Source: an optimization exercise on an open RTL-to-GDS flow (aim: small area). Production flows keep margins and buffers that such runs may drop.
Only simulation tests tie the RTL to the original design; equivalence was not proved.

**flow/flow/run.sh**
```bash
#!/bin/bash
# Layout flow: the standard flow, except that
#  - synthesis maps the logic with an area-only ABC script (flow/abc_area.script)
#    in place of ORFS's abc_area.script, which sizes cells up for speed;
#  - ports are buffered with sky130_fd_sc_hd__buf_1.
# Synthesis itself is ORFS's (synth_recipe.tcl), so registers keep their names and cells.
set -euo pipefail
W=$(pwd)
rm -rf "$W/scripts_custom"
cp -r "$FLOW_HOME/scripts" "$W/scripts_custom"
cp "$W/flow/abc_area.script" "$W/scripts_custom/abc_area.script"
bash standard.sh synth "SCRIPTS_DIR=$W/scripts_custom" > "$W/synth.log" 2>&1
bash standard.sh finish "BUFFER_PORTS_ARGS=-buffer_cell sky130_fd_sc_hd__buf_1" > "$W/finish.log" 2>&1
```
**flow/flow/abc_area.script**
```
strash
dc2
&get -n
&deepsyn -T 30
&put
dc2
dch -f
amap
topo
```
**flow/standard.sh**
```bash
#!/bin/bash
# synth_recipe.tcl (not shown) runs the flow's synth.tcl, then flattens the netlist and writes it again
# the make line also repeats each setting of config.mk as NAME=value (left out here)
make -C /OpenROAD-flow-scripts/flow DESIGN_CONFIG=/design/flow/config.mk WORK_HOME=/design/flow/orfs CLKGATE_MAP_FILE= SYNTH_SCRIPT=/design/flow/synth_recipe.tcl "${@:-finish}"
```
**flow/config.mk**
```make
export PLATFORM = sky130hd
export DESIGN_NAME = FNDCounter
export DESIGN_NICKNAME = FNDCounter
export VERILOG_FILES = /design/flow/design.v
export SDC_FILE = /design/flow/constraint.sdc
export NUM_CORES = 4
export LEC_CHECK = 0
export ABC_AREA = 1
export CAP_MARGIN = 20
export CORE_MARGIN = 2
export CORE_UTILIZATION = 40
export CTS_BUF_LIST = sky130_fd_sc_hd__clkbuf_8
export SLEW_MARGIN = 20
```
**flow/constraint.sdc**
```tcl
create_clock -name core_clock -period 150.0 [get_ports {clk}]
set_input_delay 30.0000 -clock core_clock [delete_from_list [all_inputs] [get_ports {clk}]]
set_output_delay 30.0000 -clock core_clock [all_outputs]
set_load 0.01 [all_outputs]
```
**flow/design.v**
```verilog
`timescale 1ns / 1ps
module BCDDecoder(n, an, seg);
    input [31:0] n;
    input [7:0] an;
    output [6:0] seg;
    function [3:0] fa;
        input [2:0] m;
        input l;
        begin
            fa[0] = ~((m[0] | l) & ~((m[0] & m[2] & l) | m[1]));
            fa[1] = ~(l ? m[0] : m[2]);
            fa[2] = ~(~(m[0] | l) ^ m[1]);
            fa[3] = ~((m[0] | m[1]) & ~((m[0] | l) & m[2]));
        end
    endfunction
    function [3:0] fb;
        input [2:0] m;
        input l;
        begin
            fb[0] = ~((m[0] | l) & ~((m[0] & m[2] & l) | m[1]));
            fb[1] = ~(l ? m[0] : m[2]);
            fb[2] = ~(~(m[0] | l) ^ m[1]);
            fb[3] = ~((m[0] | m[1]) & ~((m[0] | l) & m[2]));
        end
    endfunction
    wire [2:0] m1_0;
    wire m1_0_h;
    assign {m1_0_h, m1_0} = fb(3'd3, n[31]);
    wire [2:0] m2_0;
    wire m2_0_h;
    assign {m2_0_h, m2_0} = fa(m1_0, n[30]);
    wire [2:0] m3_0;
    wire c3_0;
    assign {c3_0, m3_0} = fb(m2_0, n[29]);
    wire [2:0] m4_0;
    wire c4_0;
    assign {c4_0, m4_0} = fa(m3_0, n[28]);
    wire [2:0] m4_1;
    wire m4_1_h;
    assign {m4_1_h, m4_1} = fa(3'd3, c3_0);
    wire [2:0] m5_0;
    wire c5_0;
    assign {c5_0, m5_0} = fb(m4_0, n[27]);
    wire [2:0] m5_1;
    wire m5_1_h;
    assign {m5_1_h, m5_1} = fb(m4_1, c4_0);
    wire [2:0] m6_0;
    wire c6_0;
    assign {c6_0, m6_0} = fa(m5_0, n[26]);
    wire [2:0] m6_1;
    wire c6_1;
    assign {c6_1, m6_1} = fa(m5_1, c5_0);
    wire [2:0] m7_0;
    wire c7_0;
    assign {c7_0, m7_0} = fb(m6_0, n[25]);
    wire [2:0] m7_1;
    wire c7_1;
    assign {c7_1, m7_1} = fb(m6_1, c6_0);
    wire [2:0] m7_2;
    wire m7_2_h;
    assign {m7_2_h, m7_2} = fb(3'd3, c6_1);
    wire [2:0] m8_0;
    wire c8_0;
    assign {c8_0, m8_0} = fa(m7_0, n[24]);
    wire [2:0] m8_1;
    wire c8_1;
    assign {c8_1, m8_1} = fa(m7_1, c7_0);
    wire [2:0] m8_2;
    wire m8_2_h;
    assign {m8_2_h, m8_2} = fa(m7_2, c7_1);
    wire [2:0] m9_0;
    wire c9_0;
    assign {c9_0, m9_0} = fb(m8_0, n[23]);
    wire [2:0] m9_1;
    wire c9_1;
    assign {c9_1, m9_1} = fb(m8_1, c8_0);
    wire [2:0] m9_2;
    wire c9_2;
    assign {c9_2, m9_2} = fb(m8_2, c8_1);
    wire [2:0] m10_0;
    wire c10_0;
    assign {c10_0, m10_0} = fa(m9_0, n[22]);
    wire [2:0] m10_1;
    wire c10_1;
    assign {c10_1, m10_1} = fa(m9_1, c9_0);
    wire [2:0] m10_2;
    wire c10_2;
    assign {c10_2, m10_2} = fa(m9_2, c9_1);
    wire [2:0] m10_3;
    wire m10_3_h;
    assign {m10_3_h, m10_3} = fa(3'd3, c9_2);
    wire [2:0] m11_0;
    wire c11_0;
    assign {c11_0, m11_0} = fb(m10_0, n[21]);
    wire [2:0] m11_1;
    wire c11_1;
    assign {c11_1, m11_1} = fb(m10_1, c10_0);
    wire [2:0] m11_2;
    wire c11_2;
    assign {c11_2, m11_2} = fb(m10_2, c10_1);
    wire [2:0] m11_3;
    wire m11_3_h;
    assign {m11_3_h, m11_3} = fb(m10_3, c10_2);
    wire [2:0] m12_0;
    wire c12_0;
    assign {c12_0, m12_0} = fa(m11_0, n[20]);
    wire [2:0] m12_1;
    wire c12_1;
    assign {c12_1, m12_1} = fa(m11_1, c11_0);
    wire [2:0] m12_2;
    wire c12_2;
    assign {c12_2, m12_2} = fa(m11_2, c11_1);
    wire [2:0] m12_3;
    wire m12_3_h;
    assign {m12_3_h, m12_3} = fa(m11_3, c11_2);
    wire [2:0] m13_0;
    wire c13_0;
    assign {c13_0, m13_0} = fb(m12_0, n[19]);
    wire [2:0] m13_1;
    wire c13_1;
    assign {c13_1, m13_1} = fb(m12_1, c12_0);
    wire [2:0] m13_2;
    wire c13_2;
    assign {c13_2, m13_2} = fb(m12_2, c12_1);
    wire [2:0] m13_3;
    wire c13_3;
    assign {c13_3, m13_3} = fb(m12_3, c12_2);
    wire [2:0] m14_0;
    wire c14_0;
    assign {c14_0, m14_0} = fa(m13_0, n[18]);
    wire [2:0] m14_1;
    wire c14_1;
    assign {c14_1, m14_1} = fa(m13_1, c13_0);
    wire [2:0] m14_2;
    wire c14_2;
    assign {c14_2, m14_2} = fa(m13_2, c13_1);
    wire [2:0] m14_3;
    wire c14_3;
    assign {c14_3, m14_3} = fa(m13_3, c13_2);
    wire [2:0] m14_4;
    wire m14_4_h;
    assign {m14_4_h, m14_4} = fa(3'd3, c13_3);
    wire [2:0] m15_0;
    wire c15_0;
    assign {c15_0, m15_0} = fb(m14_0, n[17]);
    wire [2:0] m15_1;
    wire c15_1;
    assign {c15_1, m15_1} = fb(m14_1, c14_0);
    wire [2:0] m15_2;
    wire c15_2;
    assign {c15_2, m15_2} = fb(m14_2, c14_1);
    wire [2:0] m15_3;
    wire c15_3;
    assign {c15_3, m15_3} = fb(m14_3, c14_2);
    wire [2:0] m15_4;
    wire m15_4_h;
    assign {m15_4_h, m15_4} = fb(m14_4, c14_3);
    wire [2:0] m16_0;
    wire c16_0;
    assign {c16_0, m16_0} = fa(m15_0, n[16]);
    wire [2:0] m16_1;
    wire c16_1;
    assign {c16_1, m16_1} = fa(m15_1, c15_0);
    wire [2:0] m16_2;
    wire c16_2;
    assign {c16_2, m16_2} = fa(m15_2, c15_1);
    wire [2:0] m16_3;
    wire c16_3;
    assign {c16_3, m16_3} = fa(m15_3, c15_2);
    wire [2:0] m16_4;
    wire c16_4;
    assign {c16_4, m16_4} = fa(m15_4, c15_3);
    wire [2:0] m17_0;
    wire c17_0;
    assign {c17_0, m17_0} = fb(m16_0, n[15]);
    wire [2:0] m17_1;
    wire c17_1;
    assign {c17_1, m17_1} = fb(m16_1, c16_0);
    wire [2:0] m17_2;
    wire c17_2;
    assign {c17_2, m17_2} = fb(m16_2, c16_1);
    wire [2:0] m17_3;
    wire c17_3;
    assign {c17_3, m17_3} = fb(m16_3, c16_2);
    wire [2:0] m17_4;
    wire c17_4;
    assign {c17_4, m17_4} = fb(m16_4, c16_3);
    wire [2:0] m17_5;
    wire m17_5_h;
    assign {m17_5_h, m17_5} = fb(3'd3, c16_4);
    wire [2:0] m18_0;
    wire c18_0;
    assign {c18_0, m18_0} = fa(m17_0, n[14]);
    wire [2:0] m18_1;
    wire c18_1;
    assign {c18_1, m18_1} = fa(m17_1, c17_0);
    wire [2:0] m18_2;
    wire c18_2;
    assign {c18_2, m18_2} = fa(m17_2, c17_1);
    wire [2:0] m18_3;
    wire c18_3;
    assign {c18_3, m18_3} = fa(m17_3, c17_2);
    wire [2:0] m18_4;
    wire c18_4;
    assign {c18_4, m18_4} = fa(m17_4, c17_3);
    wire [2:0] m18_5;
    wire m18_5_h;
    assign {m18_5_h, m18_5} = fa(m17_5, c17_4);
    wire [2:0] m19_0;
    wire c19_0;
    assign {c19_0, m19_0} = fb(m18_0, n[13]);
    wire [2:0] m19_1;
    wire c19_1;
    assign {c19_1, m19_1} = fb(m18_1, c18_0);
    wire [2:0] m19_2;
    wire c19_2;
    assign {c19_2, m19_2} = fb(m18_2, c18_1);
    wire [2:0] m19_3;
    wire c19_3;
    assign {c19_3, m19_3} = fb(m18_3, c18_2);
    wire [2:0] m19_4;
    wire c19_4;
    assign {c19_4, m19_4} = fb(m18_4, c18_3);
    wire [2:0] m19_5;
    wire c19_5;
    assign {c19_5, m19_5} = fb(m18_5, c18_4);
    wire [2:0] m20_0;
    wire c20_0;
    assign {c20_0, m20_0} = fa(m19_0, n[12]);
    wire [2:0] m20_1;
    wire c20_1;
    assign {c20_1, m20_1} = fa(m19_1, c19_0);
    wire [2:0] m20_2;
    wire c20_2;
    assign {c20_2, m20_2} = fa(m19_2, c19_1);
    wire [2:0] m20_3;
    wire c20_3;
    assign {c20_3, m20_3} = fa(m19_3, c19_2);
    wire [2:0] m20_4;
    wire c20_4;
    assign {c20_4, m20_4} = fa(m19_4, c19_3);
    wire [2:0] m20_5;
    wire c20_5;
    assign {c20_5, m20_5} = fa(m19_5, c19_4);
    wire [2:0] m20_6;
    wire m20_6_h;
    assign {m20_6_h, m20_6} = fa(3'd3, c19_5);
    wire [2:0] m21_0;
    wire c21_0;
    assign {c21_0, m21_0} = fb(m20_0, n[11]);
    wire [2:0] m21_1;
    wire c21_1;
    assign {c21_1, m21_1} = fb(m20_1, c20_0);
    wire [2:0] m21_2;
    wire c21_2;
    assign {c21_2, m21_2} = fb(m20_2, c20_1);
    wire [2:0] m21_3;
    wire c21_3;
    assign {c21_3, m21_3} = fb(m20_3, c20_2);
    wire [2:0] m21_4;
    wire c21_4;
    assign {c21_4, m21_4} = fb(m20_4, c20_3);
    wire [2:0] m21_5;
    wire c21_5;
    assign {c21_5, m21_5} = fb(m20_5, c20_4);
    wire [2:0] m21_6;
    wire m21_6_h;
    assign {m21_6_h, m21_6} = fb(m20_6, c20_5);
    wire [2:0] m22_0;
    wire c22_0;
    assign {c22_0, m22_0} = fa(m21_0, n[10]);
    wire [2:0] m22_1;
    wire c22_1;
    assign {c22_1, m22_1} = fa(m21_1, c21_0);
    wire [2:0] m22_2;
    wire c22_2;
    assign {c22_2, m22_2} = fa(m21_2, c21_1);
    wire [2:0] m22_3;
    wire c22_3;
    assign {c22_3, m22_3} = fa(m21_3, c21_2);
    wire [2:0] m22_4;
    wire c22_4;
    assign {c22_4, m22_4} = fa(m21_4, c21_3);
    wire [2:0] m22_5;
    wire c22_5;
    assign {c22_5, m22_5} = fa(m21_5, c21_4);
    wire [2:0] m22_6;
    wire m22_6_h;
    assign {m22_6_h, m22_6} = fa(m21_6, c21_5);
    wire [2:0] m23_0;
    wire c23_0;
    assign {c23_0, m23_0} = fb(m22_0, n[9]);
    wire [2:0] m23_1;
    wire c23_1;
    assign {c23_1, m23_1} = fb(m22_1, c22_0);
    wire [2:0] m23_2;
    wire c23_2;
    assign {c23_2, m23_2} = fb(m22_2, c22_1);
    wire [2:0] m23_3;
    wire c23_3;
    assign {c23_3, m23_3} = fb(m22_3, c22_2);
    wire [2:0] m23_4;
    wire c23_4;
    assign {c23_4, m23_4} = fb(m22_4, c22_3);
    wire [2:0] m23_5;
    wire c23_5;
    assign {c23_5, m23_5} = fb(m22_5, c22_4);
    wire [2:0] m23_6;
    wire c23_6;
    assign {c23_6, m23_6} = fb(m22_6, c22_5);
    wire [2:0] m24_0;
    wire c24_0;
    assign {c24_0, m24_0} = fa(m23_0, n[8]);
    wire [2:0] m24_1;
    wire c24_1;
    assign {c24_1, m24_1} = fa(m23_1, c23_0);
    wire [2:0] m24_2;
    wire c24_2;
    assign {c24_2, m24_2} = fa(m23_2, c23_1);
    wire [2:0] m24_3;
    wire c24_3;
    assign {c24_3, m24_3} = fa(m23_3, c23_2);
    wire [2:0] m24_4;
    wire c24_4;
    assign {c24_4, m24_4} = fa(m23_4, c23_3);
    wire [2:0] m24_5;
    wire c24_5;
    assign {c24_5, m24_5} = fa(m23_5, c23_4);
    wire [2:0] m24_6;
    wire c24_6;
    assign {c24_6, m24_6} = fa(m23_6, c23_5);
    wire [2:0] m24_7;
    wire m24_7_h;
    assign {m24_7_h, m24_7} = fa(3'd3, c23_6);
    wire [2:0] m25_0;
    wire c25_0;
    assign {c25_0, m25_0} = fb(m24_0, n[7]);
    wire [2:0] m25_1;
    wire c25_1;
    assign {c25_1, m25_1} = fb(m24_1, c24_0);
    wire [2:0] m25_2;
    wire c25_2;
    assign {c25_2, m25_2} = fb(m24_2, c24_1);
    wire [2:0] m25_3;
    wire c25_3;
    assign {c25_3, m25_3} = fb(m24_3, c24_2);
    wire [2:0] m25_4;
    wire c25_4;
    assign {c25_4, m25_4} = fb(m24_4, c24_3);
    wire [2:0] m25_5;
    wire c25_5;
    assign {c25_5, m25_5} = fb(m24_5, c24_4);
    wire [2:0] m25_6;
    wire c25_6;
    assign {c25_6, m25_6} = fb(m24_6, c24_5);
    wire [2:0] m25_7;
    wire m25_7_h;
    assign {m25_7_h, m25_7} = fb(m24_7, c24_6);
    wire [2:0] m26_0;
    wire c26_0;
    assign {c26_0, m26_0} = fa(m25_0, n[6]);
    wire [2:0] m26_1;
    wire c26_1;
    assign {c26_1, m26_1} = fa(m25_1, c25_0);
    wire [2:0] m26_2;
    wire c26_2;
    assign {c26_2, m26_2} = fa(m25_2, c25_1);
    wire [2:0] m26_3;
    wire c26_3;
    assign {c26_3, m26_3} = fa(m25_3, c25_2);
    wire [2:0] m26_4;
    wire c26_4;
    assign {c26_4, m26_4} = fa(m25_4, c25_3);
    wire [2:0] m26_5;
    wire c26_5;
    assign {c26_5, m26_5} = fa(m25_5, c25_4);
    wire [2:0] m26_6;
    wire c26_6;
    assign {c26_6, m26_6} = fa(m25_6, c25_5);
    wire [2:0] m26_7;
    wire c26_7;
    assign {c26_7, m26_7} = fa(m25_7, c25_6);
    wire [2:0] m27_0;
    wire c27_0;
    assign {c27_0, m27_0} = fb(m26_0, n[5]);
    wire [2:0] m27_1;
    wire c27_1;
    assign {c27_1, m27_1} = fb(m26_1, c26_0);
    wire [2:0] m27_2;
    wire c27_2;
    assign {c27_2, m27_2} = fb(m26_2, c26_1);
    wire [2:0] m27_3;
    wire c27_3;
    assign {c27_3, m27_3} = fb(m26_3, c26_2);
    wire [2:0] m27_4;
    wire c27_4;
    assign {c27_4, m27_4} = fb(m26_4, c26_3);
    wire [2:0] m27_5;
    wire c27_5;
    assign {c27_5, m27_5} = fb(m26_5, c26_4);
    wire [2:0] m27_6;
    wire c27_6;
    assign {c27_6, m27_6} = fb(m26_6, c26_5);
    wire [2:0] m27_7;
    wire c27_7;
    assign {c27_7, m27_7} = fb(m26_7, c26_6);
    wire [2:0] m28_0;
    wire c28_0;
    assign {c28_0, m28_0} = fa(m27_0, n[4]);
    wire [2:0] m28_1;
    wire c28_1;
    assign {c28_1, m28_1} = fa(m27_1, c27_0);
    wire [2:0] m28_2;
    wire c28_2;
    assign {c28_2, m28_2} = fa(m27_2, c27_1);
    wire [2:0] m28_3;
    wire c28_3;
    assign {c28_3, m28_3} = fa(m27_3, c27_2);
    wire [2:0] m28_4;
    wire c28_4;
    assign {c28_4, m28_4} = fa(m27_4, c27_3);
    wire [2:0] m28_5;
    wire c28_5;
    assign {c28_5, m28_5} = fa(m27_5, c27_4);
    wire [2:0] m28_6;
    wire c28_6;
    assign {c28_6, m28_6} = fa(m27_6, c27_5);
    wire [2:0] m28_7;
    wire c28_7;
    assign {c28_7, m28_7} = fa(m27_7, c27_6);
    wire [2:0] m29_0;
    wire c29_0;
    assign {c29_0, m29_0} = fb(m28_0, n[3]);
    wire [2:0] m29_1;
    wire c29_1;
    assign {c29_1, m29_1} = fb(m28_1, c28_0);
    wire [2:0] m29_2;
    wire c29_2;
    assign {c29_2, m29_2} = fb(m28_2, c28_1);
    wire [2:0] m29_3;
    wire c29_3;
    assign {c29_3, m29_3} = fb(m28_3, c28_2);
    wire [2:0] m29_4;
    wire c29_4;
    assign {c29_4, m29_4} = fb(m28_4, c28_3);
    wire [2:0] m29_5;
    wire c29_5;
    assign {c29_5, m29_5} = fb(m28_5, c28_4);
    wire [2:0] m29_6;
    wire c29_6;
    assign {c29_6, m29_6} = fb(m28_6, c28_5);
    wire [2:0] m29_7;
    wire c29_7;
    assign {c29_7, m29_7} = fb(m28_7, c28_6);
    wire [2:0] m30_0;
    wire c30_0;
    assign {c30_0, m30_0} = fa(m29_0, n[2]);
    wire [2:0] m30_1;
    wire c30_1;
    assign {c30_1, m30_1} = fa(m29_1, c29_0);
    wire [2:0] m30_2;
    wire c30_2;
    assign {c30_2, m30_2} = fa(m29_2, c29_1);
    wire [2:0] m30_3;
    wire c30_3;
    assign {c30_3, m30_3} = fa(m29_3, c29_2);
    wire [2:0] m30_4;
    wire c30_4;
    assign {c30_4, m30_4} = fa(m29_4, c29_3);
    wire [2:0] m30_5;
    wire c30_5;
    assign {c30_5, m30_5} = fa(m29_5, c29_4);
    wire [2:0] m30_6;
    wire c30_6;
    assign {c30_6, m30_6} = fa(m29_6, c29_5);
    wire [2:0] m30_7;
    wire c30_7;
    assign {c30_7, m30_7} = fa(m29_7, c29_6);
    wire [2:0] m31_0;
    wire c31_0;
    assign {c31_0, m31_0} = fb(m30_0, n[1]);
    wire [2:0] m31_1;
    wire c31_1;
    assign {c31_1, m31_1} = fb(m30_1, c30_0);
    wire [2:0] m31_2;
    wire c31_2;
    assign {c31_2, m31_2} = fb(m30_2, c30_1);
    wire [2:0] m31_3;
    wire c31_3;
    assign {c31_3, m31_3} = fb(m30_3, c30_2);
    wire [2:0] m31_4;
    wire c31_4;
    assign {c31_4, m31_4} = fb(m30_4, c30_3);
    wire [2:0] m31_5;
    wire c31_5;
    assign {c31_5, m31_5} = fb(m30_5, c30_4);
    wire [2:0] m31_6;
    wire c31_6;
    assign {c31_6, m31_6} = fb(m30_6, c30_5);
    wire [2:0] m31_7;
    wire c31_7;
    assign {c31_7, m31_7} = fb(m30_7, c30_6);
    wire [3:0] dsel;   
    assign dsel[0] = (~an[0] & m31_0[0]) | (~an[1] & m31_1[0]) | (~an[2] & m31_2[0]) | (~an[3] & m31_3[0]) | (~an[4] & m31_4[0]) | (~an[5] & m31_5[0]) | (~an[6] & m31_6[0]) | (~an[7] & m31_7[0]);
    assign dsel[1] = (~an[0] & m31_0[1]) | (~an[1] & m31_1[1]) | (~an[2] & m31_2[1]) | (~an[3] & m31_3[1]) | (~an[4] & m31_4[1]) | (~an[5] & m31_5[1]) | (~an[6] & m31_6[1]) | (~an[7] & m31_7[1]);
    assign dsel[2] = (~an[0] & m31_0[2]) | (~an[1] & m31_1[2]) | (~an[2] & m31_2[2]) | (~an[3] & m31_3[2]) | (~an[4] & m31_4[2]) | (~an[5] & m31_5[2]) | (~an[6] & m31_6[2]) | (~an[7] & m31_7[2]);
    assign dsel[3] = (~an[0] & n[0]) | (~an[1] & c31_0) | (~an[2] & c31_1) | (~an[3] & c31_2) | (~an[4] & c31_3) | (~an[5] & c31_4) | (~an[6] & c31_5) | (~an[7] & c31_6);
    reg [6:0] segr;
    assign seg = segr;
    always @(*) begin
        case (dsel)
            4'd0: segr = 7'b0110010;
            4'd1: segr = 7'b0010010;
            4'd2: segr = 7'b0001000;
            4'd3: segr = 7'b0000001;
            4'd4: segr = 7'b0100000;
            4'd5: segr = 7'b0000000;
            4'd6: segr = 7'b1001100;
            4'd7: segr = 7'b1000101;
            4'd8: segr = 7'b0001111;
            4'd9: segr = 7'b0000110;
            4'd10: segr = 7'b1000110;
            4'd11: segr = 7'b1001111;
            4'd12: segr = 7'b0001111;
            4'd13: segr = 7'b0000100;
            4'd14: segr = 7'b0100100;
            4'd15: segr = 7'b0101101;
        endcase
    end
endmodule
`timescale 1ns / 1ps
module Counter24 #(
    parameter W    = 20,
    parameter TAP  = 17,
    parameter JBIT = 19,
    parameter [W-1:0] TVAL = 0,
    parameter [W-1:0] IVAL = 0
)(sysclk, rstn, ovf);
    input sysclk;
    input rstn;
    output ovf;
    reg [W-1:0] cnt;
    assign ovf = (cnt == TVAL);
    wire [W-1:0] nxt = {cnt[W-2:0], cnt[W-1] ^ cnt[TAP-1]};
    always @(posedge sysclk or negedge rstn) begin
        if (!rstn)
            cnt <= IVAL;
        else
            cnt <= nxt ^ ({{(W-1){1'b0}}, ovf} << JBIT);
    end
endmodule
`timescale 1ns / 1ps
module FNDCounter(clk, rstn, clksel, ld, ld_val, seg, an);
    input clk;
    input rstn;
    input clksel;
    input ld;            
    input [31:0] ld_val;
    output [6:0] seg;    
    output [7:0] an;     
    reg [31:0] fndcnt;   
    reg [2:0]  fndsel;   
    wire fndovf1, fndovf2, refreshovf;
    Counter24 #(.W(20), .TAP(17), .JBIT(19), .TVAL(20'h71d94), .IVAL(20'h31d94)) fctr1(clk, rstn, fndovf1);
    Counter24 #(.W(19), .TAP(7),  .JBIT(3),  .TVAL(19'h28284), .IVAL(19'h28280)) fctr2(clk, rstn, fndovf2);
    Counter24 #(.W(17), .TAP(14), .JBIT(0),  .TVAL(17'h15c38), .IVAL(17'h05c38)) rctr(clk, rstn, refreshovf);
    BCDDecoder dec(.n(fndcnt), .an(an), .seg(seg));
    wire fndovf = clksel ? fndovf2 : fndovf1;
    assign an = ~(8'b1 << fndsel);
    always @(posedge clk or negedge rstn) begin
        if (!rstn)
            fndcnt <= 0;
        else if (ld)
            fndcnt <= ld_val;
        else if (fndovf)
            fndcnt <= fndcnt + 1;
    end
    always @(posedge clk or negedge rstn) begin
        if (!rstn)
            fndsel <= 0;
        else if (refreshovf)
            fndsel <= fndsel + 1;
    end
endmodule
```
==> results of run 1 <==
cell type report:
cell class | count | area (um2) | share of cell area, %
Clock buffer | 9 | 124 | 1.24
Clock inverter | 7 | 78.8 | 0.787
Timing Repair Buffer | 55 | 249 | 2.49
Sequential cell | 91 | 2300 | 23.0
Tap cell | 285 | 357 | 3.56
Multi-Input combinational cell | 1230 | 6510 | 65.0
Inverter | 104 | 390 | 3.90
layout by cell type, fill, tap and decap left out, types with 20 or more instances in the layout:
cell type | netlist | layout
a21oi_1 | 46 | 46
buf_1 | 0 | 49
clkinv_1 | 104 | 104
dfrtp_1 | 71 | 71
dfstp_2 | 20 | 20
ha_1 | 40 | 40
nand2_1 | 157 | 157
nor2_1 | 316 | 316
nor3_1 | 130 | 130
o21a_1 | 126 | 126
o21ai_0 | 253 | 253
o22ai_1 | 22 | 22
metrics by stage:
stage          hold slack [ns]  std cells  setup slack, ns  instance area, um2
2_1_floorplan            0.346       1425           108.18                9210
3_3_place_gp             0.350       1764           107.13                9780
3_5_place_dp             0.355       1764           106.68                9780
4_1_cts                  0.372       1780           106.18                9990
5_1_grt                  0.379       1781           103.82               10000
6_report                 0.371       1781           106.16               10000
synth_stat cells, drive strengths merged, types with 4 or more instances:
cell | n | share of area, %
nor2 | 316 | 13
o21ai | 253 | 14
nand2 | 157 | 6.4
nor3 | 130 | 7.1
o21a | 126 | 10
clkinv | 104 | 4.2
dfrtp | 71 | 19
a21oi | 46 | 2.5
ha | 40 | 5.4
o22ai | 22 | 1.5
dfstp | 20 | 5.7
or2 | 19 | 1.3
or3 | 12 | 0.82
nor4 | 10 | 0.68
o22a | 10 | 0.95
or4 | 10 | 0.82
nand3 | 8 | 0.43
nand4 | 8 | 0.54
a211oi | 7 | 0.57
o32ai | 7 | 0.67
a31oi | 6 | 0.41
and3 | 6 | 0.41
a22oi | 5 | 0.41
a311oi | 5 | 0.48
and2 | 4 | 0.27
per-layer routing:
| layer | share of wire [%] | global-route usage, % | vias up |
|---|---|---|---|
| met5 | 0 | 0 | - |
| met4 | 0.86 | 3.49 | 0 |
| met3 | 2.2 | 2.39 | 17 |
| met2 | 45 | 31.2 | 76 |
| met1 | 52 | 23.8 | 4224 |
| li1 | - | - | 5258 |
worst paths after layout:
kind	startpoint	to	slack (ns)	cells past startpoint
worst max-delay path	fndcnt[29]$_DFFE_PN0P_	seg[0]	106.16	77
worst min-delay path	rctr.cnt[11]$_DFF_PN1_	rctr.cnt[12]$_DFF_PN1_	0.37	0
worst max register to register	fndcnt[4]$_DFFE_PN0P_	fndcnt[30]$_DFFE_PN0P_	146.02	15
worst min register to register	rctr.cnt[11]$_DFF_PN1_	rctr.cnt[12]$_DFF_PN1_	0.37	0
max in group asynchronous	rstn	fctr2.cnt[16]$_DFF_PN0_	119.28	2
min in group asynchronous	rstn	fndcnt[31]$_DFFE_PN0P_	29.53	1
state kept, by name, indices dropped and copies added (netlist names):
register   flops
fndcnt        32
fctr1.cnt     20
fctr2.cnt     19
rctr.cnt      17
fndsel         3
logic make-up after synthesis:
group,Yosys count,share of synthesized area (%)
buffers and inverters,104,4.24
and+or+nand+nor,687,32.3
DFF,91,25.0
xor gates and xnor gates,1,0.0952
AOI/OAI and AO/OA,502,32.9
adders and majority gates,40,5.44
worst reg2reg max path, cell delays in order, from the launching register on:
cell and delay, ns:
dfrtp_1 0.48, clkinv_1 0.18, nor2_1 0.17, nand4_1 0.17, clkinv_1 0.09, nand4_1 0.14
or3_1 0.41, or3_1 0.35, or2_0 0.30, or4_1 0.48, or3_1 0.42, nor2_1 0.16
nand2_1 0.09, nor2_1 0.15, nand2_1 0.07, a311oi_1 0.26
==> run notes, run 1 <==
post-CTS sizing=0; # rows=55; Crit-path slowest cell=dfrtp_1; Core Region=22600 um2; Final period util=29.2%; initial antenna violation count=0; Final #Nets=about 1600; Max Cap Violations=0; DRC=0; status=finished clean; final setup vio count=0; ANT cells=0; clk root buf=clkbuf_8; final antenna-violating net count=0; Vias per Instance=5.38; Max Clock Skew=0.0188 ns; IO Pins=51; HPWL after detailed placement=between 15000 and 20000 um; final weighted congestion in routability-driven placement=0.875; Seq/Total Area, Yosys=25.0%; clk buf depth=2; Worst Setup Path Type=flip-flop to output port; Slew Viols, Final=0; CP top delay family=compound AO/OA/AOI/OAI gates; Post-CTS Setup Repair Bufs=0; ys async rst share=100%; Worst-path clk slew=0.11 ns; Startpoint Class=flip-flop; area delta synth->final=8.78%; flops & latches, synth=91; synthesized instance count=approximately 1400; number of buffers created by CTS=9; CP Buf/Inv Count=13; final core area utilization=44.2%; Worst-Skew Late Latency=0.39 ns; DR WL/cell=11.7 um; top_reg_cell synth=dfrtp_1; warnings from Yosys=5; die width=156 um; vias after detailed routing=9575; number of hold buffers added after CTS=0; Largest stage delay, worst path=0.45 ns; Starting Density=40.7%; HP Class=flip-flop to flip-flop; router iterations before antenna repair=5; RSZ-0062 raised after global routing=no; syn_nets=between 1500 and 2000; Total Routed Length=approximately 21000 um; H-tree depth=3; share of cells above drive strength 1=2.81%; Die Area=24200 um2; CP Data Arrival Time=about 14 ns; crit-path max FO=5; syn avg cell area=6.46 um2; setup TNS=0 ns; CTS tree=built; number of enable flip-flop cells after synthesis=0; GRT overflow=0; final hold vios=0; initial detailed-routing violation count=roughly 410; # fillers=roughly 2400; slew at the pin closest to its max-slew limit=roughly 0.85 ns; Critical Path End Type=output port; library cells used by synthesis=39; Post-Syn Area=9210 um2; data required time of the worst path=120.00 ns; chip height=~160 um; Tmin final=around 44 ns; Fmax=between 20 and 25 MHz; first-pass GRT wire length=37200 um; CTS Sinks=91; largest net degree at the start of global routing=69; overall routing resource usage=about 18%; IO Port Bufs=50; number of global-route vias before repair=8761; Slew Limit Headroom=43.3%
==> inputs of run 2 (changes only) <==
--- a/flow/design.v
+++ b/flow/design.v
@@ -568,11 +568,17 @@
     wire fndovf = clksel ? fndovf2 : fndovf1;
     assign an = ~(8'b1 << fndsel);
+    wire [32:0] carry;
+    assign carry[0] = fndovf;
+    genvar i;
+    generate
+        for (i = 0; i < 32; i = i + 1) begin : inc
+            assign carry[i+1] = carry[i] & fndcnt[i];
+        end
+    endgenerate
     always @(posedge clk or negedge rstn) begin
         if (!rstn)
             fndcnt <= 0;
-        else if (ld)
-            fndcnt <= ld_val;
-        else if (fndovf)
-            fndcnt <= fndcnt + 1;
+        else
+            fndcnt <= ld ? ld_val : (fndcnt ^ carry[31:0]);
     end
     always @(posedge clk or negedge rstn) begin
==> flow/flow/run.sh (replaced) <==
#!/bin/bash
# Layout flow: the standard flow, except that
#  - synthesis maps the logic with an area-only ABC script (flow/abc_area.script)
#    in place of ORFS's abc_area.script, which sizes cells up for speed, and
#    without mapping adders to sky130 half/full adder cells (ADDER_MAP_FILE empty),
#    so that ABC optimizes that logic with the rest;
#  - ports are buffered with sky130_fd_sc_hd__buf_1.
# Synthesis itself is ORFS's (synth_recipe.tcl), so registers keep their names and cells.
set -euo pipefail
W=$(pwd)
rm -rf "$W/scripts_custom"
cp -r "$FLOW_HOME/scripts" "$W/scripts_custom"
cp "$W/flow/abc_area.script" "$W/scripts_custom/abc_area.script"
bash standard.sh synth "SCRIPTS_DIR=$W/scripts_custom" "ADDER_MAP_FILE=" > "$W/synth.log" 2>&1
bash standard.sh finish "BUFFER_PORTS_ARGS=-buffer_cell sky130_fd_sc_hd__buf_1" > "$W/finish.log" 2>&1
==> run 2 against run 1 <==
Final cell count decreased by 8.3%. Synthesized area decreased by 10%. Flip-flop and latch count unchanged. Utilization increased by 0.25 points. Worst setup slack got worse by 0.060 ns.
==> run notes, run 2 <==
status=finished clean; Total Routed Length=roughly 17000 um; Yosys top cell area share=21.5%; final weighted congestion in routability-driven placement=0.865; clk root buf=clkbuf_8; Max Cap Violations=0; Die Area=approximately 22000 um2; Final period util=29.3%; commonest non-fill, non-tap cell in the layout=nor2_1; die width=148 um; Worst Setup Path Type=flip-flop to output port; proportion of synthesized area in mux cells=0%; first-pass GRT wire length=31300 um; CTS Sinks=91; H-tree depth=3; top_reg_cell synth=dfrtp_1; Synth Area in Simple Gates=a little over a third; initial antenna violation count=0; Slew Viols, Final=0; synthesized instance count=1296; register area=2300 um2; number of global-route vias before repair=~7600; Synth Area in XOR/XNOR=0%; ANT cells=0; synth cell count leaders=nor2_1 (335), o21ai_0 (247), nand2_1 (172), nor3_1 (135), o21a_1 (131); reg-to-reg slack, setup=around 140 ns; top flop regs=fndcnt (32), fctr1.cnt (20), fctr2.cnt (19); initial detailed-routing violation count=334; HP Class=flip-flop to flip-flop; Vias per Instance=5.28; DRC=0; count leader, synth=nor2_1; router iterations before antenna repair=5; final setup vio count=0; library cells used by synthesis=38; Adder-Cell Fraction of Synth Area=0%; largest family of logic cells by synthesized area=simple AND/OR/NAND/NOR gates; Starting Density=between 40% and 50%; post-synth top area cell=dfrtp_1; IO Port Bufs=50; area delta synth->final=9.15%; Crit-path slowest cell=a2111oi_0; Seq/Total Area, Yosys=between 20 and 30%; Largest register FFs=32; RR Startpoint=fctr2.cnt[9]$_DFF_PN1_; Largest stage delay, worst path=0.60 ns; final antenna-violating net count=0; Core Region=20200 um2; HPWL after detailed placement=13500 um; Top reg by flops=fndcnt; final hold slack=0.364 ns; Worst-Skew Late Latency=about 0.38 ns; most frequent cells in the layout=nor2_1 (335), o21ai_0 (247), nand2_1 (172), nor3_1 (135), o21a_1 (131); Final Instance Area=about 9000 um2; chip height=approximately 150 um; Startpoint Class=flip-flop; CP Data Arrival Time=13.91 ns; syn avg cell area=6.36 um2; GRT overflow=0; Multi-input gate area=5810 um2; number of hold buffers added after CTS=0; Final #Nets=1395; DR WL/cell=10.6 um; Post-Syn Area=8250 um2; clk buf depth=2; final hold vios=0; Worst Setup SP=fndcnt[31]$_DFF_PN0_; # rows=52; number of enable flip-flop cells after synthesis=0; crit-path max FO=6; Critical Path End Type=output port; Worst Setup EP=seg[6]; RSZ-0062 raised after global routing=no; IO Pins=51; largest net degree at the start of global routing=61; post-CTS sizing=0; ranking of synthesized cells by area=dfrtp_1 (22%), nor2_1 (15%), o21ai_0 (15%); CTS tree=built; r2r endpoint=fndcnt[31]$_DFF_PN0_; crit-path most repeated cell=o21ai_0; Synth Area in Compound Gates=34.0%; setup TNS=0 ns; number of buffers created by CTS=9; Max Clock Skew=0.0171 ns; Post-CTS Setup Repair Bufs=0; ys async rst share=100%; Worst-path clk slew=0.12 ns; overall routing resource usage=16.5%; slew at the pin closest to its max-slew limit=0.803 ns; warnings from Yosys=5; data required time of the worst path=120.00 ns; Slew Limit Headroom=45.8%; # fillers=2101; syn_nets=1332; Tmin final=roughly 44 ns; dpl cell area=8790 um2; vias after detailed routing=8627; share of cells above drive strength 1=2.93%; flops & latches, synth=a little over 90; R2R depth=27; Fmax=roughly 23 MHz
run 2: cell types whose count changed after synthesis, moves of 19 or more:
cell / before / now
o31ai_1: 2 / 27
clkinv_1: 104 / 35
and3_1: 6 / 26
a21oi_1: 46 / 16
nor2_1: 316 / 335
ha_1: 40 / 0
run 2: kinds of logic after synthesis:
group / after synthesis
AND/OR/NAND/NOR: 709
AO/OA/AOI/OAI: 461
flip-flops: 91
buffers and inverters: 35
run 2: worst min-delay path by stage:
stage	startpoint	end	slack, ns	depth (start not counted)
6_report	rctr.cnt[10]$_DFF_PN1_	rctr.cnt[11]$_DFF_PN1_	0.36	0
4_1_cts	rctr.cnt[10]$_DFF_PN1_	rctr.cnt[11]$_DFF_PN1_	0.36	0
3_3_place_gp	fctr2.cnt[12]$_DFF_PN0_	fctr2.cnt[13]$_DFF_PN0_	0.35	0
3_5_place_dp	rctr.cnt[2]$_DFF_PN0_	rctr.cnt[3]$_DFF_PN1_	0.35	0
5_1_grt	fctr1.cnt[11]$_DFF_PN1_	fctr1.cnt[12]$_DFF_PN1_	0.37	0
2_1_floorplan	rctr.cnt[8]$_DFF_PN0_	rctr.cnt[9]$_DFF_PN0_	0.35	0
run 2: per-layer routing:
metal | global-route usage (%) | up-vias | wire length [um] | part of all wire (%)
met1 | 23.2 | 3736 | 9550 | 55
met3 | 2.47 | 6 | 432 | 2.5
met2 | 27.1 | 69 | 7270 | 42
li1 | - | 4816 | - | -
met4 | 3.27 | 0 | 115 | 0.66
met5 | 0 | - | 0 | 0
run 2: worst max-delay path: cells and delay by family (launching register included):
family | cells | cell delay [ns]
buffers and inverters | 6 | 0.87
AND/OR/NAND/NOR | 40 | 5.72
flip-flops | 1 | 0.46
AO/OA/AOI/OAI | 30 | 6.43
run 2: layout make-up:
type,count,share of cell area (%)
Multi-Input combinational cell,1170,64.6
Sequential cell,91,25.6
Tap cell,270,3.75
Timing Repair Buffer,52,2.31
Inverter,35,1.46
Clock buffer,9,1.38
Clock inverter,7,0.945
run 2: stage by stage:
| stage | utilization [%] | std cells | setup slack (ns) |
|---|---|---|---|
| after floorplan | - | 1296 | 108.31 |
| after global placement | 43.4 | 1618 | 106.75 |
| after detailed placement | 43.4 | 1618 | 106.60 |
| after CTS | 44.5 | 1634 | 106.12 |
| after global routing | 44.5 | 1634 | 103.45 |
| final | 44.5 | 1634 | 106.10 |
==> inputs of run 3 (changes only) <==
--- a/flow/config.mk
+++ b/flow/config.mk
@@ -7,7 +7,7 @@
 export LEC_CHECK = 0
 export ABC_AREA = 1
-export CAP_MARGIN = 20
+export CAP_MARGIN = 10
 export CORE_MARGIN = 2
 export CORE_UTILIZATION = 40
-export CTS_BUF_LIST = sky130_fd_sc_hd__clkbuf_8
-export SLEW_MARGIN = 20
+export CTS_BUF_LIST = sky130_fd_sc_hd__clkbuf_4 sky130_fd_sc_hd__clkbuf_8
+export SLEW_MARGIN = 10
==> run 3 against run 2 <==
Clock skew unchanged. Critical path depth stayed put. Largest cell class unchanged. Synthesized cell count unchanged. Register-to-register slack is essentially flat. Wire length did not move. Design area unchanged. Non-clock buffer count unchanged.
==> run notes, run 3 <==
final core area utilization=between 40% and 50%; overall routing resource usage=roughly 16%; Place WS=106.60 ns; Seq/Total Area, Yosys=27.9%; ys async rst share=100%; H-tree depth=3; vias after detailed routing=~8600; GRT overflow=0; library cells used by synthesis=38; # rows=52; number of hold buffers added after CTS=0; first-pass GRT wire length=31300 um; clk buf depth=2; share of cells above drive strength 1=2.93%; final weighted congestion in routability-driven placement=between 0.8 and 0.9; Worst-path clk slew=about 0.12 ns; Total Routed Length=17400 um; final hold vios=0; Vias per Instance=~5.3; crit-path max FO=6; chip height=roughly 150 um; Post-Syn Area=~8200 um2; initial antenna violation count=0; most frequent cells in the layout=nor2_1 (335), o21ai_0 (247), nand2_1 (172), nor3_1 (135), o21a_1 (131); warnings from Yosys=5; initial detailed-routing violation count=334; number of enable flip-flop cells after synthesis=0; Crit-path slowest cell=a2111oi_0; commonest non-fill, non-tap cell in the layout=nor2_1; Slew Limit Headroom=45.8%; DRC=0; count leader, synth=nor2_1; area delta synth->final=9.15%; Post-CTS Setup Repair Bufs=0; flops & latches, synth=91; Worst-Skew Late Latency=~0.38 ns; ANT cells=0; Yosys top cell area share=21.5%; Die Area=21800 um2; final setup vio count=0; Top reg by flops=fndcnt; largest net degree at the start of global routing=61; Final period util=29.3%; HPWL after detailed placement=13500 um; Fmax=22.8 MHz; IO Port Bufs=50; Starting Density=40.7%; ranking of synthesized cells by area=dfrtp_1 (22%), nor2_1 (15%), o21ai_0 (15%); data required time of the worst path=120.00 ns; Core Region=20200 um2; top flop regs=fndcnt (32), fctr1.cnt (20), fctr2.cnt (19); IO Pins=51; final worst slack=106.10 ns; CP Data Arrival Time=between 10 and 15 ns; CTS tree=built; CTS Sinks=91; Max Clock Skew=0.0171 ns; HP Class=flip-flop to flip-flop; clk root buf=clkbuf_8; RSZ-0062 raised after global routing=no; setup TNS=0 ns; Largest register FFs=32; Critical Path End Type=output port; router iterations before antenna repair=5; slew at the pin closest to its max-slew limit=0.803 ns; top_reg_cell synth=dfrtp_1; post-CTS sizing=0; final hold slack=0.364 ns; synth cell count leaders=nor2_1 (335), o21ai_0 (247), nand2_1 (172), nor3_1 (135), o21a_1 (131); Max Cap Violations=0; syn_nets=1332; crit-path most repeated cell=o21ai_0; number of buffers created by CTS=9; DR WL/cell=10.6 um; Final #Nets=1395; status=finished clean; Startpoint Class=flip-flop; die width=148 um; Tmin final=~44 ns; Worst Setup Path Type=flip-flop to output port; number of global-route vias before repair=about 7600; synthesized instance count=1296; post-synth top area cell=dfrtp_1; final antenna-violating net count=0; syn avg cell area=around 6.4 um2; Slew Viols, Final=0; Largest stage delay, worst path=0.60 ns
==> run 3: cell counts after synthesis <==
No cell type changed its count.
==> run 3: cell families (layout without fill, tap and decap cells) <==
| kind of cell | count (synthesis) | in the layout | share of synthesized area, % |
|---|---|---|---|
| compound gates | 461 | 461 | 34.0 |
| buf+inv | 35 | 103 | 1.59 |
| flops | 91 | 91 | 27.9 |
| simple gates | 709 | 709 | 36.5 |
==> run 3: final timing paths <==
| kind | from | endpoint | slack [ns] | cells after the start |
|---|---|---|---|---|
| min in group asynchronous | rstn | fndcnt[24]$_DFF_PN0_ | 29.69 | 1 |
| worst max register to register | fctr2.cnt[9]$_DFF_PN1_ | fndcnt[31]$_DFF_PN0_ | 143.69 | 27 |
| worst min register to register | rctr.cnt[10]$_DFF_PN1_ | rctr.cnt[11]$_DFF_PN1_ | 0.36 | 0 |
| max in group asynchronous | rstn | fctr1.cnt[2]$_DFF_PN1_ | 119.28 | 2 |
| worst max-delay path | fndcnt[31]$_DFF_PN0_ | seg[6] | 106.10 | 76 |
| worst min-delay path | rctr.cnt[10]$_DFF_PN1_ | rctr.cnt[11]$_DFF_PN1_ | 0.36 | 0 |
==> run 3: layout make-up <==
cell class | instances | area [um2]
inverter | 35 | 131
clock inverter | 7 | 85.1
fill | 2101 | 11200
multi-input combinational | 1170 | 5810
sequential | 91 | 2300
tap | 270 | 338
timing repair buffer | 52 | 208
clock buffer | 9 | 124
==> run 3: per-stage QoR <==
stage	instance area (um2)	instances
finish	9000	1634
global placement	8790	1618
global route	9000	1634
CTS	9000	1634
floorplan	8250	1296
detailed placement	8790	1618
==> run 3: layer usage <==
metal | part of all wire [%] | GRT usage, % | vias to the layer above
li1 | - | - | 4816
met1 | 55 | 23.2 | 3736
met2 | 42 | 27.1 | 69
met3 | 2.5 | 2.47 | 6
met4 | 0.66 | 3.27 | 0
met5 | 0 | 0 | -
==> run 3: critical path: cells and delay by family, from the launching register on <==
family                 cells  cell delay, ns
AND/OR/NAND/NOR           40            5.72
buffers and inverters      6            0.87
AO/OA/AOI/OAI             30            6.43
flip-flops                 1            0.46
==> inputs of run 4 (changes only) <==
--- a/flow/design.v
+++ b/flow/design.v
@@ -477,33 +477,19 @@
     wire c30_7;
     assign {c30_7, m30_7} = fa(m29_7, c29_6);
-    wire [2:0] m31_0;
-    wire c31_0;
-    assign {c31_0, m31_0} = fb(m30_0, n[1]);
-    wire [2:0] m31_1;
-    wire c31_1;
-    assign {c31_1, m31_1} = fb(m30_1, c30_0);
-    wire [2:0] m31_2;
-    wire c31_2;
-    assign {c31_2, m31_2} = fb(m30_2, c30_1);
-    wire [2:0] m31_3;
-    wire c31_3;
-    assign {c31_3, m31_3} = fb(m30_3, c30_2);
-    wire [2:0] m31_4;
-    wire c31_4;
-    assign {c31_4, m31_4} = fb(m30_4, c30_3);
-    wire [2:0] m31_5;
-    wire c31_5;
-    assign {c31_5, m31_5} = fb(m30_5, c30_4);
-    wire [2:0] m31_6;
-    wire c31_6;
-    assign {c31_6, m31_6} = fb(m30_6, c30_5);
-    wire [2:0] m31_7;
-    wire c31_7;
-    assign {c31_7, m31_7} = fb(m30_7, c30_6);
-    wire [3:0] dsel;   
-    assign dsel[0] = (~an[0] & m31_0[0]) | (~an[1] & m31_1[0]) | (~an[2] & m31_2[0]) | (~an[3] & m31_3[0]) | (~an[4] & m31_4[0]) | (~an[5] & m31_5[0]) | (~an[6] & m31_6[0]) | (~an[7] & m31_7[0]);
-    assign dsel[1] = (~an[0] & m31_0[1]) | (~an[1] & m31_1[1]) | (~an[2] & m31_2[1]) | (~an[3] & m31_3[1]) | (~an[4] & m31_4[1]) | (~an[5] & m31_5[1]) | (~an[6] & m31_6[1]) | (~an[7] & m31_7[1]);
-    assign dsel[2] = (~an[0] & m31_0[2]) | (~an[1] & m31_1[2]) | (~an[2] & m31_2[2]) | (~an[3] & m31_3[2]) | (~an[4] & m31_4[2]) | (~an[5] & m31_5[2]) | (~an[6] & m31_6[2]) | (~an[7] & m31_7[2]);
-    assign dsel[3] = (~an[0] & n[0]) | (~an[1] & c31_0) | (~an[2] & c31_1) | (~an[3] & c31_2) | (~an[4] & c31_3) | (~an[5] & c31_4) | (~an[6] & c31_5) | (~an[7] & c31_6);
+    wire [2:0] ms;    
+    wire ls;          
+    wire [2:0] mb;    
+    wire lb;          
+    assign ms[0] = (~an[0] & m30_0[0]) | (~an[1] & m30_1[0]) | (~an[2] & m30_2[0]) | (~an[3] & m30_3[0]) | (~an[4] & m30_4[0]) | (~an[5] & m30_5[0]) | (~an[6] & m30_6[0]) | (~an[7] & m30_7[0]);
+    assign mb[0] = (~an[1] & m30_0[0]) | (~an[2] & m30_1[0]) | (~an[3] & m30_2[0]) | (~an[4] & m30_3[0]) | (~an[5] & m30_4[0]) | (~an[6] & m30_5[0]) | (~an[7] & m30_6[0]);
+    assign ms[1] = (~an[0] & m30_0[1]) | (~an[1] & m30_1[1]) | (~an[2] & m30_2[1]) | (~an[3] & m30_3[1]) | (~an[4] & m30_4[1]) | (~an[5] & m30_5[1]) | (~an[6] & m30_6[1]) | (~an[7] & m30_7[1]);
+    assign mb[1] = (~an[1] & m30_0[1]) | (~an[2] & m30_1[1]) | (~an[3] & m30_2[1]) | (~an[4] & m30_3[1]) | (~an[5] & m30_4[1]) | (~an[6] & m30_5[1]) | (~an[7] & m30_6[1]);
+    assign ms[2] = (~an[0] & m30_0[2]) | (~an[1] & m30_1[2]) | (~an[2] & m30_2[2]) | (~an[3] & m30_3[2]) | (~an[4] & m30_4[2]) | (~an[5] & m30_5[2]) | (~an[6] & m30_6[2]) | (~an[7] & m30_7[2]);
+    assign mb[2] = (~an[1] & m30_0[2]) | (~an[2] & m30_1[2]) | (~an[3] & m30_2[2]) | (~an[4] & m30_3[2]) | (~an[5] & m30_4[2]) | (~an[6] & m30_5[2]) | (~an[7] & m30_6[2]);
+    assign ls = (~an[0] & n[1]) | (~an[1] & c30_0) | (~an[2] & c30_1) | (~an[3] & c30_2) | (~an[4] & c30_3) | (~an[5] & c30_4) | (~an[6] & c30_5) | (~an[7] & c30_6);
+    assign lb = (~an[1] & n[1]) | (~an[2] & c30_0) | (~an[3] & c30_1) | (~an[4] & c30_2) | (~an[5] & c30_3) | (~an[6] & c30_4) | (~an[7] & c30_5);
+    wire [3:0] sa = fb(ms, ls);
+    wire [3:0] sb = fb(mb, lb);
+    wire [3:0] dsel = {(~an[0] & n[0]) | (an[0] & sb[3]), sa[2:0]};   
     reg [6:0] segr;
     assign seg = segr;
--- a/flow/config.mk
+++ b/flow/config.mk
@@ -7,7 +7,7 @@
 export LEC_CHECK = 0
 export ABC_AREA = 1
-export CAP_MARGIN = 10
+export CAP_MARGIN = 20
 export CORE_MARGIN = 2
 export CORE_UTILIZATION = 40
-export CTS_BUF_LIST = sky130_fd_sc_hd__clkbuf_4 sky130_fd_sc_hd__clkbuf_8
-export SLEW_MARGIN = 10
+export CTS_BUF_LIST = sky130_fd_sc_hd__clkbuf_8
+export SLEW_MARGIN = 20
==> run 4 against run 3 <==
Utilization down 0.31 points. Worst hold slack better by 0.0077 ns. Via count up 0.35%. Clock skew down 0.0020 ns. Non-clock buffer count up 1. Design area down 1.3%. Critical endpoint is now seg[5].
==> run notes, run 4 <==
Seq/Total Area, Yosys=around 28%; Synth Area in Compound Gates=approximately 34%; Critical Path End Type=output port; largest net degree at the start of global routing=74; Adder-Cell Fraction of Synth Area=0%; RSZ-0062 raised after global routing=no; count leader, synth=nor2_1; top_reg_cell synth=dfrtp_1; Total Routed Length=17900 um; Starting Density=40.5%; CTS tree=built; slew at the pin closest to its max-slew limit=0.868 ns; setup TNS=0 ns; clk buf depth=2; data required time of the worst path=120.00 ns; first-pass GRT wire length=32300 um; ys async rst share=100%; Worst-path clk slew=0.10 ns; Cells after DPL=between 1500 and 2000; share of cells above drive strength 1=under 10%; post-CTS sizing=0; synth cell count leaders=nor2_1 (324), o21ai_0 (245), nand2_1 (164), nor3_1 (124), o21a_1 (123); Largest register FFs=32; largest family of logic cells by synthesized area=simple AND/OR/NAND/NOR gates; dpl cell area=8700 um2; DRC=0; overall routing resource usage=about 17%; router iterations before antenna repair=7; Final period util=a little under 30%; vias after detailed routing=8657; Max Clock Skew=0.0151 ns; final weighted congestion in routability-driven placement=0.842; initial detailed-routing violation count=500; clk root buf=clkbuf_8; Max Cap Violations=0; Slew Limit Headroom=42.1%; CTS Sinks=slightly above 90; Tmin final=43.81 ns; post-synth top area cell=dfrtp_1; warnings from Yosys=5; syn_nets=1311; Post-CTS Setup Repair Bufs=0; initial antenna violation count=0; most frequent cells in the layout=nor2_1 (324), o21ai_0 (245), nand2_1 (164), nor3_1 (124), o21a_1 (123); # rows=52; status=finished clean; HPWL after detailed placement=14400 um; IO Port Bufs=50; Worst Setup Path Type=flip-flop to output port; IO Pins=approximately 50; number of global-route vias before repair=~8000; chip height=~150 um; Top reg by flops=fndcnt; final setup vio count=0; Final #Nets=between 1000 and 1500; HP Class=flip-flop to flip-flop; number of buffers created by CTS=9; Yosys top cell area share=a little over a fifth; number of enable flip-flop cells after synthesis=0; Worst-Skew Late Latency=around 0.37 ns; crit-path most repeated cell=o21ai_0; flops & latches, synth=a little over 90; crit-path max FO=7; Fmax=22.8 MHz; GRT overflow=0; Synth Area in XOR/XNOR=0%; Crit-path slowest cell=dfrtp_1; die width=between 100 and 150 um; H-tree depth=3; number of hold buffers added after CTS=0; # fillers=between 2000 and 2500; Slew Viols, Final=0; library cells used by synthesis=32; syn avg cell area=6.39 um2; ANT cells=0; final antenna-violating net count=0; DR WL/cell=11.1 um; area delta synth->final=9.00%; ranking of synthesized cells by area=dfrtp_1 (22%), o21ai_0 (15%), nor2_1 (15%); synthesized instance count=1275; top flop regs=fndcnt (32), fctr1.cnt (20), fctr2.cnt (19); Synth Area in Simple Gates=36.3%; Largest stage delay, worst path=0.39 ns; Post-Syn Area=~8100 um2; final cell count without fillers=1614; final hold vios=0; final hold slack=approximately 0.37 ns; commonest non-fill, non-tap cell in the layout=nor2_1; Vias per Instance=5.36; Final Instance Area=around 8900 um2; Die Area=21500 um2; Core Region=20100 um2; Startpoint Class=flip-flop; CP Data Arrival Time=approximately 14 ns; proportion of synthesized area in mux cells=0%
[run 4: changes by cell type in the layout (fill, tap and decap cells not counted), sizes merged, moves of 3 or more]
cell    delta
nor2      -11
nor3      -11
o22ai      +9
nand2      -8
o21a       -8
or2        +7
a21oi      +5
clkinv     -5
nand3      +5
inv        +4
nor4       +3
[run 4: final timing paths]
check / from / to / slack (ns) / cells after the start
worst max-delay path: fndcnt[29]$_DFF_PN0_ / seg[5] / 106.19 / 73
min in group asynchronous: rstn / fndcnt[19]$_DFF_PN0_ / 29.52 / 1
worst min-delay path: rctr.cnt[10]$_DFF_PN1_ / rctr.cnt[11]$_DFF_PN1_ / 0.37 / 0
worst min register to register: rctr.cnt[10]$_DFF_PN1_ / rctr.cnt[11]$_DFF_PN1_ / 0.37 / 0
max in group asynchronous: rstn / fndcnt[3]$_DFF_PN0_ / 119.32 / 2
worst max register to register: fctr2.cnt[9]$_DFF_PN1_ / fndcnt[31]$_DFF_PN0_ / 143.31 / 29
[run 4: cell type report]
type | count | area, um2 | share of cell area (%)
multi-input cells | 1151 | 5720 | 64.4
flip-flops and latches | 91 | 2300 | 25.9
clock inverters | 7 | 56.3 | 0.634
clock buffers | 9 | 124 | 1.39
well taps | 270 | 338 | 3.80
repair buffers | 53 | 215 | 2.42
inverters | 33 | 124 | 1.39
[run 4: cells by family (layout without fill, tap and decap cells)]
kind of cell	after synthesis	count (layout)
compound gates	459	459
buf+inv	33	102
flops	91	91
simple gates	692	692
[run 4: worst max-delay path: cells and delay by family, from the launching register on]
kind	cells	cell delay, ns
compound gates	34	6.91
buf+inv	4	0.66
flops	1	0.39
simple gates	35	5.48
[run 4: per-layer routing]
layer	vias to the layer above	track usage (%)	wire (um)
met5	-	0	0
met4	0	4.42	278
met3	25	1.93	570
met2	117	27.8	7410
met1	3780	24.8	9650
li1	4735	-	-
[run 4: through the flow]
stage / setup WS (ns) / utilization [%]
CTS: 106.23 / 44.2
detailed placement: 106.70 / 43.3
floorplan: 108.17 / -
global route: 103.77 / 44.2
finish: 106.19 / 44.2
global placement: 107.10 / 43.3
==> inputs of run 5 (changes only) <==
--- a/flow/design.v
+++ b/flow/design.v
@@ -479,17 +479,19 @@
     wire [2:0] ms;    
     wire ls;          
-    wire [2:0] mb;    
-    wire lb;          
+    wire lf;          
+    wire [3:0] t0 = fb(m30_0, n[1]);   
+    wire [3:0] t1 = fb(m30_1, c30_0);   
+    wire [3:0] t2 = fb(m30_2, c30_1);   
+    wire [3:0] t3 = fb(m30_3, c30_2);   
+    wire [3:0] t4 = fb(m30_4, c30_3);   
+    wire [3:0] t5 = fb(m30_5, c30_4);   
+    wire [3:0] t6 = fb(m30_6, c30_5);   
     assign ms[0] = (~an[0] & m30_0[0]) | (~an[1] & m30_1[0]) | (~an[2] & m30_2[0]) | (~an[3] & m30_3[0]) | (~an[4] & m30_4[0]) | (~an[5] & m30_5[0]) | (~an[6] & m30_6[0]) | (~an[7] & m30_7[0]);
-    assign mb[0] = (~an[1] & m30_0[0]) | (~an[2] & m30_1[0]) | (~an[3] & m30_2[0]) | (~an[4] & m30_3[0]) | (~an[5] & m30_4[0]) | (~an[6] & m30_5[0]) | (~an[7] & m30_6[0]);
     assign ms[1] = (~an[0] & m30_0[1]) | (~an[1] & m30_1[1]) | (~an[2] & m30_2[1]) | (~an[3] & m30_3[1]) | (~an[4] & m30_4[1]) | (~an[5] & m30_5[1]) | (~an[6] & m30_6[1]) | (~an[7] & m30_7[1]);
-    assign mb[1] = (~an[1] & m30_0[1]) | (~an[2] & m30_1[1]) | (~an[3] & m30_2[1]) | (~an[4] & m30_3[1]) | (~an[5] & m30_4[1]) | (~an[6] & m30_5[1]) | (~an[7] & m30_6[1]);
     assign ms[2] = (~an[0] & m30_0[2]) | (~an[1] & m30_1[2]) | (~an[2] & m30_2[2]) | (~an[3] & m30_3[2]) | (~an[4] & m30_4[2]) | (~an[5] & m30_5[2]) | (~an[6] & m30_6[2]) | (~an[7] & m30_7[2]);
-    assign mb[2] = (~an[1] & m30_0[2]) | (~an[2] & m30_1[2]) | (~an[3] & m30_2[2]) | (~an[4] & m30_3[2]) | (~an[5] & m30_4[2]) | (~an[6] & m30_5[2]) | (~an[7] & m30_6[2]);
     assign ls = (~an[0] & n[1]) | (~an[1] & c30_0) | (~an[2] & c30_1) | (~an[3] & c30_2) | (~an[4] & c30_3) | (~an[5] & c30_4) | (~an[6] & c30_5) | (~an[7] & c30_6);
-    assign lb = (~an[1] & n[1]) | (~an[2] & c30_0) | (~an[3] & c30_1) | (~an[4] & c30_2) | (~an[5] & c30_3) | (~an[6] & c30_4) | (~an[7] & c30_5);
+    assign lf = (~an[0] & n[0]) | (~an[1] & t0[3]) | (~an[2] & t1[3]) | (~an[3] & t2[3]) | (~an[4] & t3[3]) | (~an[5] & t4[3]) | (~an[6] & t5[3]) | (~an[7] & t6[3]);
     wire [3:0] sa = fb(ms, ls);
-    wire [3:0] sb = fb(mb, lb);
-    wire [3:0] dsel = {(~an[0] & n[0]) | (an[0] & sb[3]), sa[2:0]};   
+    wire [3:0] dsel = {lf, sa[2:0]};   
     reg [6:0] segr;
     assign seg = segr;
==> run 5 against run 4 <==
Critical path depth is 2 higher. Critical endpoint unchanged. Sequential share of layout area increased by 0.084 points. Final cell count down 0.74%. Worst setup slack worse by 0.36 ns. Fmax decreased by 0.82%. Flip-flop and latch count stayed put. Die area fell by 0.70%. Utilization about the same.
==> run notes, run 5 <==
Post-CTS Setup Repair Bufs=0; Post-Syn Area=between 8000 and 9000 um2; RSZ-0062 raised after global routing=no; Critical Path End Type=output port; Max Cap Violations=0; number of hold buffers added after CTS=0; Largest register FFs=32; chip height=~150 um; initial detailed-routing violation count=~310; final setup vio count=0; final antenna-violating net count=0; data required time of the worst path=120.00 ns; clk buf depth=2; CP top delay family=compound AO/OA/AOI/OAI gates; syn_nets=1300; Core Region=20000 um2; IO Port Bufs=50; ANT cells=0; overall routing resource usage=17.5%; # rows=52; crit-path most repeated cell=o21ai_0; Worst-path clk slew=0.11 ns; warnings from Yosys=5; final weighted congestion in routability-driven placement=0.837; initial antenna violation count=0; crit-path max FO=4; share of cells above drive strength 1=under 10%; Worst Setup SP=fndcnt[31]$_DFF_PN0_; RR Startpoint=fctr2.cnt[9]$_DFF_PN1_; Final #Nets=1363; Vias per Instance=5.33; Largest stage delay, worst path=0.52 ns; number of global-route vias before repair=7791; CP Buf/Inv Count=5; Startpoint Class=flip-flop; Tmin final=44.18 ns; final hold vios=0; ranking of synthesized cells by area=dfrtp_1 (22%), nor2_1 (15%), o21ai_0 (15%); Top reg by flops=fndcnt; top flop regs=fndcnt (32), fctr1.cnt (20), fctr2.cnt (19); slew at the pin closest to its max-slew limit=0.697 ns; most frequent cells in the layout=nor2_1 (329), o21ai_0 (242), nand2_1 (162), nor3_1 (133), o21a_1 (127); Fmax=22.6 MHz; Slew Viols, Final=0; Max Clock Skew=0.0183 ns; DRC=0; commonest non-fill, non-tap cell in the layout=nor2_1; post-CTS sizing=0; largest net degree at the start of global routing=61; synthesized instance count=1264; status=finished clean; top_reg_cell synth=dfrtp_1; dpl cell area=8630 um2; clk root buf=clkbuf_8; # fillers=2149; Seq/Total Area, Yosys=between 20% and 30%; register area=around 2300 um2; Crit-path slowest cell=nor4_1; vias after detailed routing=8531; Multi-input gate area=between 5000 and 6000 um2; CTS Sinks=91; library cells used by synthesis=33; Die Area=21400 um2; HPWL after detailed placement=14200 um; die width=146 um; first-pass GRT wire length=roughly 32000 um; ys async rst share=100%; number of buffers created by CTS=9; setup TNS=0 ns; Slew Limit Headroom=53.6%; count leader, synth=nor2_1; area delta synth->final=9.44%; syn avg cell area=6.40 um2; Final Instance Area=8850 um2; number of enable flip-flop cells after synthesis=0; Total Routed Length=17800 um; Starting Density=40.4%; flops & latches, synth=between 90 and 100; synth cell count leaders=nor2_1 (329), o21ai_0 (242), nand2_1 (162), nor3_1 (133), o21a_1 (127); Worst Setup Path Type=flip-flop to output port; CTS tree=built; HP Class=flip-flop to flip-flop; Final period util=slightly below 30%; router iterations before antenna repair=5; Yosys top cell area share=22.0%; post-synth top area cell=dfrtp_1; H-tree depth=3; GRT overflow=0; Worst-Skew Late Latency=0.39 ns; hold path start=rctr.cnt[10]$_DFF_PN1_; CP Data Arrival Time=14.18 ns; IO Pins=51; DR WL/cell=11.1 um
[run 5: logic make-up (layout without fill, tap and decap cells)]
kind of cell	count (synthesis)	count (layout)	share of synthesized area [%]
compound gates	448	448	33.6
buf+inv	35	103	1.62
flops	91	91	28.5
simple gates	690	690	36.3
[run 5: metal layers]
layer  GRT usage [%]  part of all wire, %  vias up  routed length, um
li1                -                    -     4699                  -
met1            23.4                   52     3755               9310
met2            29.7                   44       66               7810
met3            2.63                  2.6       11                453
met4            4.66                  1.1        0                198
met5               0                    0        -                  0
[run 5: final cells by class]
cell class / count / share of cell area (%)
multi-input combinational: 1138 / 63.9
sequential: 91 / 26.0
tap: 270 / 3.82
timing repair buffer: 52 / 2.35
clock buffer: 10 / 1.55
inverter: 35 / 1.48
clock inverter: 6 / 0.905
[run 5: metrics by stage]
stage | instances | hold WS, ns | util [%] | worst slack [ns]
4_1_cts | 1602 | 0.358 | 44.2 | 105.82
3_5_place_dp | 1586 | 0.354 | 43.1 | 106.34
3_3_place_gp | 1586 | 0.353 | 43.1 | 106.70
6_report | 1602 | 0.349 | 44.2 | 105.83
2_1_floorplan | 1264 | 0.346 | - | 107.89
5_1_grt | 1602 | 0.363 | 44.2 | 103.34
[run 5: final timing paths]
check	endpoint	slack [ns]	cells after the start
worst max-delay path	seg[5]	105.83	75
worst min-delay path	rctr.cnt[11]$_DFF_PN1_	0.35	0
worst max register to register	fndcnt[31]$_DFF_PN0_	143.57	28
worst min register to register	rctr.cnt[11]$_DFF_PN1_	0.35	0
max in group asynchronous	fndsel[0]$_DFFE_PN0N_	119.30	2
min in group asynchronous	fndcnt[20]$_DFF_PN0_	29.61	1

==> what the ideal ports hide <==
No port has a modelled driver above. Below, the same layouts with a new extraction and two added sets of constraints.
Step 1 sets driving cells, clkbuf_16 on the clock port and buf_2 on the other inputs (assumed; they add their load-dependent delay and slew).
Step 2 moves the port delays by t, midway between the first and last clock arrival at a register: inputs arrive t later, outputs are due t later. That takes back most of the time a late clock gives input paths.
a / b / c = ideal / step 1 / step 2; a / b = the first two.
run	shift t [ns]	setup slack, ns	worst slew at a driven data input, ns	cell pins on the clock port's net
run 1	0.420	106.155 / 106.115 / 106.536	0.04	1
run 2	0.416	106.095 / 106.053 / 106.469	0.03	1
run 3	0.416	106.095 / 106.053 / 106.469	0.03	1
run 4	0.396	106.189 / 106.151 / 106.547	0.03	1
run 5	0.426	105.825 / 105.780 / 106.207	0.04	1
After both steps setup and hold are still met in every run listed.
